This is an optimization exercise on Yosys and OpenROAD, whose aim is small area, a short achievable clock period and few clock cycles, not a production implementation.
Where RTL was checked, it was by simulation tests only, not by an equivalence proof against the original.
For run 2, only the layout was checked, not whether the RTL still works.

## flow/design.v (module list and top-level ports; edited modules follow where they fit)
// module fir_single_chan: 1591 lines
module fir_single_chan (
  input clk,
  input rst,
  output logic [15:0] data_addr_rd_o,
  output logic [15:0] data_addr_wr_o,
  input  logic [15:0] data_din_i,
  output logic [15:0] data_dout_o,
  output logic        data_we_o,
  output logic        done_intr
);
  // ...
==> flow/flow/run.sh <==
#!/bin/bash
# Own layout flow: the standard ORFS flow (standard.sh), with
#  - the ports buffered by plain buf_2 buffers instead of the delay cells buffer_ports picks,
#  - sizing not held to the cells' footprints,
#  - the slow four- and five-input AND-OR/OR-AND and wide gates added to the platform's
#    don't-use list (flow/dont_use_slow.txt), so synthesis and repair build the adders from
#    simpler, faster gates. The platform's own list is repeated from flow/dont_use_platform.txt
#    because a command-line setting replaces it.
# Registers are untouched: the synthesis is ORFS's, through the standard flow's synth_recipe.tcl.
# Each tool's output goes to a log here.
set -uo pipefail
here=$(pwd)
dont_use="$(cat "$here/flow/dont_use_platform.txt") $(cat "$here/flow/dont_use_slow.txt")"
bash standard.sh \
  'BUFFER_PORTS_ARGS=-buffer_cell sky130_fd_sc_hd__buf_2' \
  MATCH_CELL_FOOTPRINT=0 \
  "DONT_USE_CELLS=$dont_use" \
  finish > flow_make.log 2>&1
status=$?
cp -r orfs/logs flow_logs 2>/dev/null || true
exit $status
==> flow/flow/dont_use_platform.txt <==
sky130_fd_sc_hd__probe_p_8 sky130_fd_sc_hd__probec_p_8 sky130_fd_sc_hd__lpflow_bleeder_1 sky130_fd_sc_hd__lpflow_clkbufkapwr_1 sky130_fd_sc_hd__lpflow_clkbufkapwr_16 sky130_fd_sc_hd__lpflow_clkbufkapwr_2 sky130_fd_sc_hd__lpflow_clkbufkapwr_4 sky130_fd_sc_hd__lpflow_clkbufkapwr_8 sky130_fd_sc_hd__lpflow_clkinvkapwr_1 sky130_fd_sc_hd__lpflow_clkinvkapwr_16 sky130_fd_sc_hd__lpflow_clkinvkapwr_2 sky130_fd_sc_hd__lpflow_clkinvkapwr_4 sky130_fd_sc_hd__lpflow_clkinvkapwr_8 sky130_fd_sc_hd__lpflow_decapkapwr_12 sky130_fd_sc_hd__lpflow_decapkapwr_3 sky130_fd_sc_hd__lpflow_decapkapwr_4 sky130_fd_sc_hd__lpflow_decapkapwr_6 sky130_fd_sc_hd__lpflow_decapkapwr_8 sky130_fd_sc_hd__lpflow_inputiso0n_1 sky130_fd_sc_hd__lpflow_inputiso0p_1 sky130_fd_sc_hd__lpflow_inputiso1n_1 sky130_fd_sc_hd__lpflow_inputiso1p_1 sky130_fd_sc_hd__lpflow_inputisolatch_1 sky130_fd_sc_hd__lpflow_isobufsrc_1 sky130_fd_sc_hd__lpflow_isobufsrc_16 sky130_fd_sc_hd__lpflow_isobufsrc_2 sky130_fd_sc_hd__lpflow_isobufsrc_4 sky130_fd_sc_hd__lpflow_isobufsrc_8 sky130_fd_sc_hd__lpflow_isobufsrckapwr_16 sky130_fd_sc_hd__lpflow_lsbuf_lh_hl_isowell_tap_1 sky130_fd_sc_hd__lpflow_lsbuf_lh_hl_isowell_tap_2 sky130_fd_sc_hd__lpflow_lsbuf_lh_hl_isowell_tap_4 sky130_fd_sc_hd__lpflow_lsbuf_lh_isowell_4 sky130_fd_sc_hd__lpflow_lsbuf_lh_isowell_tap_1 sky130_fd_sc_hd__lpflow_lsbuf_lh_isowell_tap_2 sky130_fd_sc_hd__lpflow_lsbuf_lh_isowell_tap_4 sky130_fd_sc_hd__fill_1 sky130_fd_sc_hd__fill_2 sky130_fd_sc_hd__fill_4 sky130_fd_sc_hd__fill_8
==> flow/flow/dont_use_slow.txt <==
sky130_fd_sc_hd__a2111o_* sky130_fd_sc_hd__a2111oi_* sky130_fd_sc_hd__o2111a_* sky130_fd_sc_hd__o2111ai_* sky130_fd_sc_hd__a311o_* sky130_fd_sc_hd__a311oi_* sky130_fd_sc_hd__o311a_* sky130_fd_sc_hd__o311ai_* sky130_fd_sc_hd__a41o_* sky130_fd_sc_hd__a41oi_* sky130_fd_sc_hd__o41a_* sky130_fd_sc_hd__o41ai_* sky130_fd_sc_hd__a221o_* sky130_fd_sc_hd__a221oi_* sky130_fd_sc_hd__o221a_* sky130_fd_sc_hd__o221ai_* sky130_fd_sc_hd__a222oi_* sky130_fd_sc_hd__a32o_* sky130_fd_sc_hd__a32oi_* sky130_fd_sc_hd__o32a_* sky130_fd_sc_hd__o32ai_* sky130_fd_sc_hd__or4_* sky130_fd_sc_hd__and4_* sky130_fd_sc_hd__nor4_* sky130_fd_sc_hd__nand4_* sky130_fd_sc_hd__or4b_* sky130_fd_sc_hd__and4b_* sky130_fd_sc_hd__or4bb_* sky130_fd_sc_hd__and4bb_* sky130_fd_sc_hd__nor4b_* sky130_fd_sc_hd__nand4b_* sky130_fd_sc_hd__nand4bb_* sky130_fd_sc_hd__nor4bb_*
==> flow/standard.sh <==
#!/bin/bash
# synth_recipe.tcl (not shown) runs the flow's synth.tcl, then flattens the netlist and writes it again
# the make line also repeats each setting of config.mk as NAME=value (left out here)
make -C /OpenROAD-flow-scripts/flow DESIGN_CONFIG=/design/flow/config.mk WORK_HOME=/design/flow/orfs CLKGATE_MAP_FILE= SYNTH_SCRIPT=/design/flow/synth_recipe.tcl "${@:-finish}"
==> flow/config.mk <==
export PLATFORM = sky130hd
export DESIGN_NAME = fir_single_chan
export DESIGN_NICKNAME = fir_single_chan
export VERILOG_FILES = /design/flow/design.v
export SDC_FILE = /design/flow/constraint.sdc
export NUM_CORES = 4
export LEC_CHECK = 0
export CAP_MARGIN = 20
export CORE_MARGIN = 2
export CORE_UTILIZATION = 40
export CTS_BUF_LIST = sky130_fd_sc_hd__clkbuf_8
export CTS_CLUSTER_DIAMETER = 80
export CTS_CLUSTER_SIZE = 16
export PLACE_DENSITY = 0.6
export SETUP_SLACK_MARGIN = 3.5
export SLEW_MARGIN = 20
==> flow/constraint.sdc <==
create_clock -name core_clock -period 5.5 [get_ports {clk}]
set_input_delay 1.1000 -clock core_clock [delete_from_list [all_inputs] [get_ports {clk}]]
set_output_delay 1.1000 -clock core_clock [all_outputs]
set_load 0.01 [all_outputs]
==> results.yml, run 1 <==
layout:
  largest_reg_flops: 95
  n_all_buffers: 138
  num_antenna_cells: 0
  clk_share_pct: 2.26
  seq_area_share_pct: 40.8
  area_growth_pct: 21.2
  nFillCells: 2922
  area_dominant_class: "multi-input gates"
  design.seq.count: 315
sta:
  slew_headroom_pct: 62.4
  setup-violations-final: 0
  max_freq_mhz: 450
  whs_ns: 0.308
  setup_tns_ns: 0
  fin_skew_ns: 0.0243
grt:
  grt_max_degree: 35
  grt_pass1_wl_mm: 37.8
  grt_pass1_vias: 8193
  use_met1_pct: 17.9
die:
  die-area_um2: 34200
  ios: 68
routing:
  m1WireLength_mm: 10.7
  num_vias: 7932
  drc: 0
  dr.pass1.iters: 4
  wl_met3_um: 909
synthesis:
  synth_nets: 1372
  ys_seq_area_share_pct: 48.2
  netlist.area_leader.share_pct: 48.2
  synth_compound_area_share_pct: 9.08
placed_design:
  globalplace.congestion: 0.820
critical_path:
  cp-startpoint: "vb[0]"
  reg2reg_depth: 11
  path_depth: 11
  cpMaxStageDelayCell: "dfxtp_2"
  worstPathRequired_ns: 5.98
clock_tree:
  clk_pin_slew_ns: 0.11
  holdBufCountCts: 0
  cts.sinks: 315
  cts.repair.resized: 199
run_status:
  status: "complete, no violations"
Testbench counts, summed over its fixed seeds: cycles 262,196.
==> run 2: changes to the inputs <==
--- a/flow/design.v
+++ b/flow/design.v
@@ -1563,28 +1563,258 @@
 assign sum[16] = sum_p0_16 ^ sum_g4_15;
 assign sum[17] = sum_p0_17 ^ sum_g5_16;
 assign sum[18] = sum_p0_18 ^ sum_g5_17;
 assign sum[19] = sum_p0_19 ^ sum_g5_18;
 assign sum[20] = sum_p0_20 ^ sum_g5_19;
 assign sum[21] = sum_p0_21 ^ sum_g5_20;
 assign sum[22] = sum_p0_22 ^ sum_g5_21;
 assign sum[23] = sum_p0_23 ^ sum_g5_22;
+logic [15:0] rd_next;
+logic rd_next_a1_1;
+assign rd_next_a1_1 = data_addr_rd_o[1] & data_addr_rd_o[0];
+logic rd_next_a1_2;
+assign rd_next_a1_2 = data_addr_rd_o[2] & data_addr_rd_o[1];
+logic rd_next_a1_3;
+assign rd_next_a1_3 = data_addr_rd_o[3] & data_addr_rd_o[2];
+logic rd_next_a1_4;
+assign rd_next_a1_4 = data_addr_rd_o[4] & data_addr_rd_o[3];
+logic rd_next_a1_5;
+assign rd_next_a1_5 = data_addr_rd_o[5] & data_addr_rd_o[4];
+logic rd_next_a1_6;
+assign rd_next_a1_6 = data_addr_rd_o[6] & data_addr_rd_o[5];
+logic rd_next_a1_7;
+assign rd_next_a1_7 = data_addr_rd_o[7] & data_addr_rd_o[6];
+logic rd_next_a1_8;
+assign rd_next_a1_8 = data_addr_rd_o[8] & data_addr_rd_o[7];
+logic rd_next_a1_9;
+assign rd_next_a1_9 = data_addr_rd_o[9] & data_addr_rd_o[8];
+logic rd_next_a1_10;
+assign rd_next_a1_10 = data_addr_rd_o[10] & data_addr_rd_o[9];
+logic rd_next_a1_11;
+assign rd_next_a1_11 = data_addr_rd_o[11] & data_addr_rd_o[10];
+logic rd_next_a1_12;
+assign rd_next_a1_12 = data_addr_rd_o[12] & data_addr_rd_o[11];
+logic rd_next_a1_13;
+assign rd_next_a1_13 = data_addr_rd_o[13] & data_addr_rd_o[12];
+logic rd_next_a1_14;
+assign rd_next_a1_14 = data_addr_rd_o[14] & data_addr_rd_o[13];
+logic rd_next_a1_15;
+assign rd_next_a1_15 = data_addr_rd_o[15] & data_addr_rd_o[14];
+logic rd_next_a2_2;
+assign rd_next_a2_2 = rd_next_a1_2 & data_addr_rd_o[0];
+logic rd_next_a2_3;
+assign rd_next_a2_3 = rd_next_a1_3 & rd_next_a1_1;
+logic rd_next_a2_4;
+assign rd_next_a2_4 = rd_next_a1_4 & rd_next_a1_2;
+logic rd_next_a2_5;
+assign rd_next_a2_5 = rd_next_a1_5 & rd_next_a1_3;
+logic rd_next_a2_6;
+assign rd_next_a2_6 = rd_next_a1_6 & rd_next_a1_4;
+logic rd_next_a2_7;
+assign rd_next_a2_7 = rd_next_a1_7 & rd_next_a1_5;
+logic rd_next_a2_8;
+assign rd_next_a2_8 = rd_next_a1_8 & rd_next_a1_6;
+logic rd_next_a2_9;
+assign rd_next_a2_9 = rd_next_a1_9 & rd_next_a1_7;
+logic rd_next_a2_10;
+assign rd_next_a2_10 = rd_next_a1_10 & rd_next_a1_8;
+logic rd_next_a2_11;
+assign rd_next_a2_11 = rd_next_a1_11 & rd_next_a1_9;
+logic rd_next_a2_12;
+assign rd_next_a2_12 = rd_next_a1_12 & rd_next_a1_10;
+logic rd_next_a2_13;
+assign rd_next_a2_13 = rd_next_a1_13 & rd_next_a1_11;
+logic rd_next_a2_14;
+assign rd_next_a2_14 = rd_next_a1_14 & rd_next_a1_12;
+logic rd_next_a2_15;
+assign rd_next_a2_15 = rd_next_a1_15 & rd_next_a1_13;
+logic rd_next_a3_4;
+assign rd_next_a3_4 = rd_next_a2_4 & data_addr_rd_o[0];
+logic rd_next_a3_5;
+assign rd_next_a3_5 = rd_next_a2_5 & rd_next_a1_1;
+logic rd_next_a3_6;
+assign rd_next_a3_6 = rd_next_a2_6 & rd_next_a2_2;
+logic rd_next_a3_7;
+assign rd_next_a3_7 = rd_next_a2_7 & rd_next_a2_3;
+logic rd_next_a3_8;
+assign rd_next_a3_8 = rd_next_a2_8 & rd_next_a2_4;
+logic rd_next_a3_9;
+assign rd_next_a3_9 = rd_next_a2_9 & rd_next_a2_5;
+logic rd_next_a3_10;
+assign rd_next_a3_10 = rd_next_a2_10 & rd_next_a2_6;
+logic rd_next_a3_11;
+assign rd_next_a3_11 = rd_next_a2_11 & rd_next_a2_7;
+logic rd_next_a3_12;
+assign rd_next_a3_12 = rd_next_a2_12 & rd_next_a2_8;
+logic rd_next_a3_13;
+assign rd_next_a3_13 = rd_next_a2_13 & rd_next_a2_9;
+logic rd_next_a3_14;
+assign rd_next_a3_14 = rd_next_a2_14 & rd_next_a2_10;
+logic rd_next_a3_15;
+assign rd_next_a3_15 = rd_next_a2_15 & rd_next_a2_11;
+logic rd_next_a4_8;
+assign rd_next_a4_8 = rd_next_a3_8 & data_addr_rd_o[0];
+logic rd_next_a4_9;
+assign rd_next_a4_9 = rd_next_a3_9 & rd_next_a1_1;
+logic rd_next_a4_10;
+assign rd_next_a4_10 = rd_next_a3_10 & rd_next_a2_2;
+logic rd_next_a4_11;
+assign rd_next_a4_11 = rd_next_a3_11 & rd_next_a2_3;
+logic rd_next_a4_12;
+assign rd_next_a4_12 = rd_next_a3_12 & rd_next_a3_4;
+logic rd_next_a4_13;
+assign rd_next_a4_13 = rd_next_a3_13 & rd_next_a3_5;
+logic rd_next_a4_14;
+assign rd_next_a4_14 = rd_next_a3_14 & rd_next_a3_6;
+logic rd_next_a4_15;
+assign rd_next_a4_15 = rd_next_a3_15 & rd_next_a3_7;
+assign rd_next[0] = ~data_addr_rd_o[0];
+assign rd_next[1] = data_addr_rd_o[1] ^ data_addr_rd_o[0];
+assign rd_next[2] = data_addr_rd_o[2] ^ rd_next_a1_1;
+assign rd_next[3] = data_addr_rd_o[3] ^ rd_next_a2_2;
+assign rd_next[4] = data_addr_rd_o[4] ^ rd_next_a2_3;
+assign rd_next[5] = data_addr_rd_o[5] ^ rd_next_a3_4;
+assign rd_next[6] = data_addr_rd_o[6] ^ rd_next_a3_5;
+assign rd_next[7] = data_addr_rd_o[7] ^ rd_next_a3_6;
+assign rd_next[8] = data_addr_rd_o[8] ^ rd_next_a3_7;
+assign rd_next[9] = data_addr_rd_o[9] ^ rd_next_a4_8;
+assign rd_next[10] = data_addr_rd_o[10] ^ rd_next_a4_9;
+assign rd_next[11] = data_addr_rd_o[11] ^ rd_next_a4_10;
+assign rd_next[12] = data_addr_rd_o[12] ^ rd_next_a4_11;
+assign rd_next[13] = data_addr_rd_o[13] ^ rd_next_a4_12;
+assign rd_next[14] = data_addr_rd_o[14] ^ rd_next_a4_13;
+assign rd_next[15] = data_addr_rd_o[15] ^ rd_next_a4_14;
+logic [15:0] wr_next;
+logic wr_next_a1_1;
+assign wr_next_a1_1 = data_addr_wr_o[1] & data_addr_wr_o[0];
+logic wr_next_a1_2;
+assign wr_next_a1_2 = data_addr_wr_o[2] & data_addr_wr_o[1];
+logic wr_next_a1_3;
+assign wr_next_a1_3 = data_addr_wr_o[3] & data_addr_wr_o[2];
+logic wr_next_a1_4;
+assign wr_next_a1_4 = data_addr_wr_o[4] & data_addr_wr_o[3];
+logic wr_next_a1_5;
+assign wr_next_a1_5 = data_addr_wr_o[5] & data_addr_wr_o[4];
+logic wr_next_a1_6;
+assign wr_next_a1_6 = data_addr_wr_o[6] & data_addr_wr_o[5];
+logic wr_next_a1_7;
+assign wr_next_a1_7 = data_addr_wr_o[7] & data_addr_wr_o[6];
+logic wr_next_a1_8;
+assign wr_next_a1_8 = data_addr_wr_o[8] & data_addr_wr_o[7];
+logic wr_next_a1_9;
+assign wr_next_a1_9 = data_addr_wr_o[9] & data_addr_wr_o[8];
+logic wr_next_a1_10;
+assign wr_next_a1_10 = data_addr_wr_o[10] & data_addr_wr_o[9];
+logic wr_next_a1_11;
+assign wr_next_a1_11 = data_addr_wr_o[11] & data_addr_wr_o[10];
+logic wr_next_a1_12;
+assign wr_next_a1_12 = data_addr_wr_o[12] & data_addr_wr_o[11];
+logic wr_next_a1_13;
+assign wr_next_a1_13 = data_addr_wr_o[13] & data_addr_wr_o[12];
+logic wr_next_a1_14;
+assign wr_next_a1_14 = data_addr_wr_o[14] & data_addr_wr_o[13];
+logic wr_next_a1_15;
+assign wr_next_a1_15 = data_addr_wr_o[15] & data_addr_wr_o[14];
+logic wr_next_a2_2;
+assign wr_next_a2_2 = wr_next_a1_2 & data_addr_wr_o[0];
+logic wr_next_a2_3;
+assign wr_next_a2_3 = wr_next_a1_3 & wr_next_a1_1;
+logic wr_next_a2_4;
+assign wr_next_a2_4 = wr_next_a1_4 & wr_next_a1_2;
+logic wr_next_a2_5;
+assign wr_next_a2_5 = wr_next_a1_5 & wr_next_a1_3;
+logic wr_next_a2_6;
+assign wr_next_a2_6 = wr_next_a1_6 & wr_next_a1_4;
+logic wr_next_a2_7;
+assign wr_next_a2_7 = wr_next_a1_7 & wr_next_a1_5;
+logic wr_next_a2_8;
+assign wr_next_a2_8 = wr_next_a1_8 & wr_next_a1_6;
+logic wr_next_a2_9;
+assign wr_next_a2_9 = wr_next_a1_9 & wr_next_a1_7;
+logic wr_next_a2_10;
+assign wr_next_a2_10 = wr_next_a1_10 & wr_next_a1_8;
+logic wr_next_a2_11;
+assign wr_next_a2_11 = wr_next_a1_11 & wr_next_a1_9;
+logic wr_next_a2_12;
+assign wr_next_a2_12 = wr_next_a1_12 & wr_next_a1_10;
+logic wr_next_a2_13;
+assign wr_next_a2_13 = wr_next_a1_13 & wr_next_a1_11;
+logic wr_next_a2_14;
+assign wr_next_a2_14 = wr_next_a1_14 & wr_next_a1_12;
+logic wr_next_a2_15;
+assign wr_next_a2_15 = wr_next_a1_15 & wr_next_a1_13;
+logic wr_next_a3_4;
+assign wr_next_a3_4 = wr_next_a2_4 & data_addr_wr_o[0];
+logic wr_next_a3_5;
+assign wr_next_a3_5 = wr_next_a2_5 & wr_next_a1_1;
+logic wr_next_a3_6;
+assign wr_next_a3_6 = wr_next_a2_6 & wr_next_a2_2;
+logic wr_next_a3_7;
+assign wr_next_a3_7 = wr_next_a2_7 & wr_next_a2_3;
+logic wr_next_a3_8;
+assign wr_next_a3_8 = wr_next_a2_8 & wr_next_a2_4;
+logic wr_next_a3_9;
+assign wr_next_a3_9 = wr_next_a2_9 & wr_next_a2_5;
+logic wr_next_a3_10;
+assign wr_next_a3_10 = wr_next_a2_10 & wr_next_a2_6;
+logic wr_next_a3_11;
+assign wr_next_a3_11 = wr_next_a2_11 & wr_next_a2_7;
+logic wr_next_a3_12;
+assign wr_next_a3_12 = wr_next_a2_12 & wr_next_a2_8;
+logic wr_next_a3_13;
+assign wr_next_a3_13 = wr_next_a2_13 & wr_next_a2_9;
+logic wr_next_a3_14;
+assign wr_next_a3_14 = wr_next_a2_14 & wr_next_a2_10;
+logic wr_next_a3_15;
+assign wr_next_a3_15 = wr_next_a2_15 & wr_next_a2_11;
+logic wr_next_a4_8;
+assign wr_next_a4_8 = wr_next_a3_8 & data_addr_wr_o[0];
+logic wr_next_a4_9;
+assign wr_next_a4_9 = wr_next_a3_9 & wr_next_a1_1;
+logic wr_next_a4_10;
+assign wr_next_a4_10 = wr_next_a3_10 & wr_next_a2_2;
+logic wr_next_a4_11;
+assign wr_next_a4_11 = wr_next_a3_11 & wr_next_a2_3;
+logic wr_next_a4_12;
+assign wr_next_a4_12 = wr_next_a3_12 & wr_next_a3_4;
+logic wr_next_a4_13;
+assign wr_next_a4_13 = wr_next_a3_13 & wr_next_a3_5;
+logic wr_next_a4_14;
+assign wr_next_a4_14 = wr_next_a3_14 & wr_next_a3_6;
+logic wr_next_a4_15;
+assign wr_next_a4_15 = wr_next_a3_15 & wr_next_a3_7;
+assign wr_next[0] = ~data_addr_wr_o[0];
+assign wr_next[1] = data_addr_wr_o[1] ^ data_addr_wr_o[0];
+assign wr_next[2] = data_addr_wr_o[2] ^ wr_next_a1_1;
+assign wr_next[3] = data_addr_wr_o[3] ^ wr_next_a2_2;
+assign wr_next[4] = data_addr_wr_o[4] ^ wr_next_a2_3;
+assign wr_next[5] = data_addr_wr_o[5] ^ wr_next_a3_4;
+assign wr_next[6] = data_addr_wr_o[6] ^ wr_next_a3_5;
+assign wr_next[7] = data_addr_wr_o[7] ^ wr_next_a3_6;
+assign wr_next[8] = data_addr_wr_o[8] ^ wr_next_a3_7;
+assign wr_next[9] = data_addr_wr_o[9] ^ wr_next_a4_8;
+assign wr_next[10] = data_addr_wr_o[10] ^ wr_next_a4_9;
+assign wr_next[11] = data_addr_wr_o[11] ^ wr_next_a4_10;
+assign wr_next[12] = data_addr_wr_o[12] ^ wr_next_a4_11;
+assign wr_next[13] = data_addr_wr_o[13] ^ wr_next_a4_12;
+assign wr_next[14] = data_addr_wr_o[14] ^ wr_next_a4_13;
+assign wr_next[15] = data_addr_wr_o[15] ^ wr_next_a4_14;
 always_ff @(posedge clk) data_dout_o <= sum[23:8];
 logic start;
 assign start = (data_addr_rd_o[3:0] == 4'd13);
 always_ff @(posedge clk) begin
   if (rst) begin
     data_addr_rd_o <= 16'd1;
     data_addr_wr_o <= 16'hfff3;
     data_we_o <= 1'b0;
     done_intr <= 1'b0;
   end else begin
-    data_addr_rd_o <= data_addr_rd_o + 16'd1;
-    data_addr_wr_o <= data_addr_wr_o + 16'd1;
+    data_addr_rd_o <= rd_next;
+    data_addr_wr_o <= wr_next;
     if (done_intr) begin
       data_we_o <= 1'b0;
     end else if (data_we_o | start) begin
       data_we_o <= 1'b1;
       if (data_we_o && data_addr_wr_o == 16'hfffe) done_intr <= 1'b1;
     end
   end
 end
==> flow/flow/run.sh (replaced) <==
#!/bin/bash
# Own layout flow: the standard ORFS flow (standard.sh, standard synthesis), with the
# ports buffered by plain buffers instead of the delay cells buffer_ports picks by default,
# and sizing not held to the cells' footprints. Each tool's output goes to a log here.
set -uo pipefail
bash standard.sh \
  'BUFFER_PORTS_ARGS=-buffer_cell sky130_fd_sc_hd__buf_2' \
  MATCH_CELL_FOOTPRINT=0 \
  finish > flow_make.log 2>&1
status=$?
cp -r orfs/logs flow_logs 2>/dev/null || true
exit $status
--- a/flow/config.mk
+++ b/flow/config.mk
@@ -7,10 +7,10 @@
 export LEC_CHECK = 0
 export CAP_MARGIN = 20
 export CORE_MARGIN = 2
 export CORE_UTILIZATION = 40
 export CTS_BUF_LIST = sky130_fd_sc_hd__clkbuf_8
 export CTS_CLUSTER_DIAMETER = 80
 export CTS_CLUSTER_SIZE = 16
 export PLACE_DENSITY = 0.6
-export SETUP_SLACK_MARGIN = 3.5
+export SETUP_SLACK_MARGIN = 3.2
 export SLEW_MARGIN = 20
removed: flow/flow/dont_use_platform.txt
removed: flow/flow/dont_use_slow.txt
==> results.yml, run 2 <==
critical_path:
  worst_setup_path_end_kind: "register"
  criticalPathCategory: "reg2reg"
  worstPathRequired_ns: 5.98
  cp_max_fo: 3
  cp.arrival_ns: 2.86
  crit_path_start_kind: "register"
routing:
  drt_iter0_drc: 311
  postRouteAntennaNets: 0
  drc: 0
  dr.pass1.iters: 5
  wl_per_cell_um: 12.9
  num_vias: 7972
  via_per_inst: 4.61
  wirelength_mm: 22.2
synthesis:
  synth_nets: 1391
  post-synth-top-area-cell: "dfxtp_1"
  synth.most_common_cell: "dfxtp_1"
  ys_seq_area_share_pct: 47.6
  ys.flop_type: "dfxtp_1"
  synth.distinct_cells: 58
  syn_avg_cell_area_um2: 11.2
  synthCells: 1179
  synth_warnings: 2
  synth.top_cells.by_count: "dfxtp_1, inv_1, fa_1"
  synth-edff-count: 0
  syn-cell-area_um2: 13200
  netlist.area_leader.share_pct: 47.6
  ys_async_sr_fraction_pct: 0
  ys_seq_elements: 315
  synth_area_leaders: "dfxtp_1, fa_1, ha_1"
clock_tree:
  h-tree-depth: 1
  worstSkewPairLatency_ns: 0.55
  cts.sinks: 315
  numCtsBuffers: 23
  root_buffer: "clkbuf_8"
  clk_path_buf_depth: 3
  cts_tree: "yes"
  clk_pin_slew_ns: 0.09
  holdBufCountCts: 0
layout:
  area_growth_pct: 12.7
  layout_common_cells: "dfxtp_1, inv_1, fa_1"
  final_cells: 1728
  num_antenna_cells: 0
  largest_reg_flops: 95
  nFillCells: 3094
  drive_above_1_share_pct: 15.4
  largest-register: "v"
  finalNetCount: 1497
  largestRegisters: "v: 95 flops, ra: 24 flops, rb: 23 flops"
  final_common_cell: "dfxtp_1"
die:
  fp-row-count: 66
  start_util_pct: 40.7
  die_width_um: 186
  core_um2: 32500
  ios: 68
  die-area_um2: 34600
  die_y_um: 186
sta:
  hold_viol: 0
  fin_skew_ns: 0.0125
  max_freq_mhz: 421
  setup_tns_ns: 0
  min_period_ns: 2.38
  min_period_over_period_pct: 43.2
  rsz0062_at_grt: "true"
  slew_headroom_pct: 61.0
  setup-violations-final: 0
  worst_pin_slew_ns: 0.576
  slew_violations: 0
placed_design:
  globalplace.congestion: 0.806
  numPortBuffers: 67
  dp_cells: 1675
  dp_hpwl_mm: 16.8
grt:
  track_usage_pct: 13.1
  grt-ovfl-total: 0
  antenna_found_initial: 0
  grt_pass1_wl_mm: 37.2
  grt_max_degree: 35
  grt_pass1_vias: 7970
flow_run:
  maxCapViolCount: 0
run_status:
  status: "complete, no violations"
hold_path:
  hold_class: "reg2reg"
run 2: path summary, 6_finish.rpt:
check / from / to / slack, ns / cells past startpoint
max: v[3][0] / pb[16] / 3.12 / 10
min: v[2][14] / v[3][14] / 0.33 / 0
max reg2reg: v[3][0] / pb[16] / 3.12 / 10
min reg2reg: v[2][14] / v[3][14] / 0.33 / 0
run 2: through the flow:
stage	hold slack, ns	util [%]	instance area (um2)	setup WS [ns]
3_3_place_gp	0.310	43.4	14100	2.93
3_5_place_dp	0.312	43.4	14100	2.87
6_report	0.326	45.9	14900	3.12
2_1_floorplan	0.310	-	13300	3.20
5_1_grt	0.334	45.9	14900	3.03
4_1_cts	0.330	45.3	14700	3.18
run 2: routing by layer:
| metal | track usage (%) | routed length [um] |
|---|---|---|
| met2 | 21.4 | 9870 |
| met4 | 3.34 | 544 |
| met1 | 18.3 | 11100 |
| met3 | 2.07 | 741 |
| met5 | 0 | 0 |
run 2: final cells by class:
class                   instances  area, um2  area share (%)
multi-input cells             695       6560            44.0
clock buffers                  23        317            2.12
repair buffers                 94        542            3.63
clock inverters                 3       12.5          0.0838
well taps                     442        553            3.71
inverters                     156        586            3.92
flip-flops and latches        315       6350            42.6
run 2: critical path: stages, from the launching register on:
cell and delay, ns:
dfxtp_2 0.34, ha_4 0.16, fa_2 0.33, a21o_1 0.23, a31oi_4 0.22, o21ai_2 0.11
a2111oi_4 0.37, buf_4 0.19, nor3_2 0.04, a211oi_2 0.18, xnor2_1 0.14
run 2: cells by family (layout without fill, tap and decap cells):
logic type      Yosys count  count (layout)  synth area share [%]
compound gates          200             200                  9.89
fa+ha+maj               194             194                  24.2
simple gates            222             222                  8.27
buf+inv                 169             276                  4.79
flops                   315             315                  47.6
mux                       2               2                 0.151
xor+xnor                 77              77                  5.09
run 2: what timing repair did:
item                       in CTS  in global routing
setup buffers                  18                  9
gates resized for setup        43                 37
pin swaps                      26                 25
setup endpoints to repair      29                 34
hold endpoints to repair        0                  0

==> re-timing with driven ports <==
The flow's constraints put no driver on any port. The routed layouts listed below were extracted and timed again, unchanged, in two steps.
Step 1 (the two cells are an assumption about what drives the block):
set clk [get_ports {clk}]
set_driving_cell -lib_cell sky130_fd_sc_hd__clkbuf_16 $clk
set_driving_cell -lib_cell sky130_fd_sc_hd__buf_2 [delete_from_list [all_inputs] $clk]
Step 2 moves the port delays by t, midway between the first and last clock arrival at a register: inputs arrive t later, outputs are due t later. That takes back most of the time a late clock gives input paths.
a / b / c = ideal / step 1 / step 2; a / b = the first two.
run	shift t [ns]	setup WS [ns]	worst setup path after step 2	slew at the worst register clock pin (ns)
run 1	0.598	3.276 / 3.276 / 3.136	input to register	0.11 / 0.11
run 2	0.595	3.125 / 3.125 / 3.125	register to register	0.10 / 0.10
After both steps every run listed still meets setup and hold. The setup slack of run 1, which loses most, moves by 0.000 ns with the drivers and by -0.140 ns with both steps.
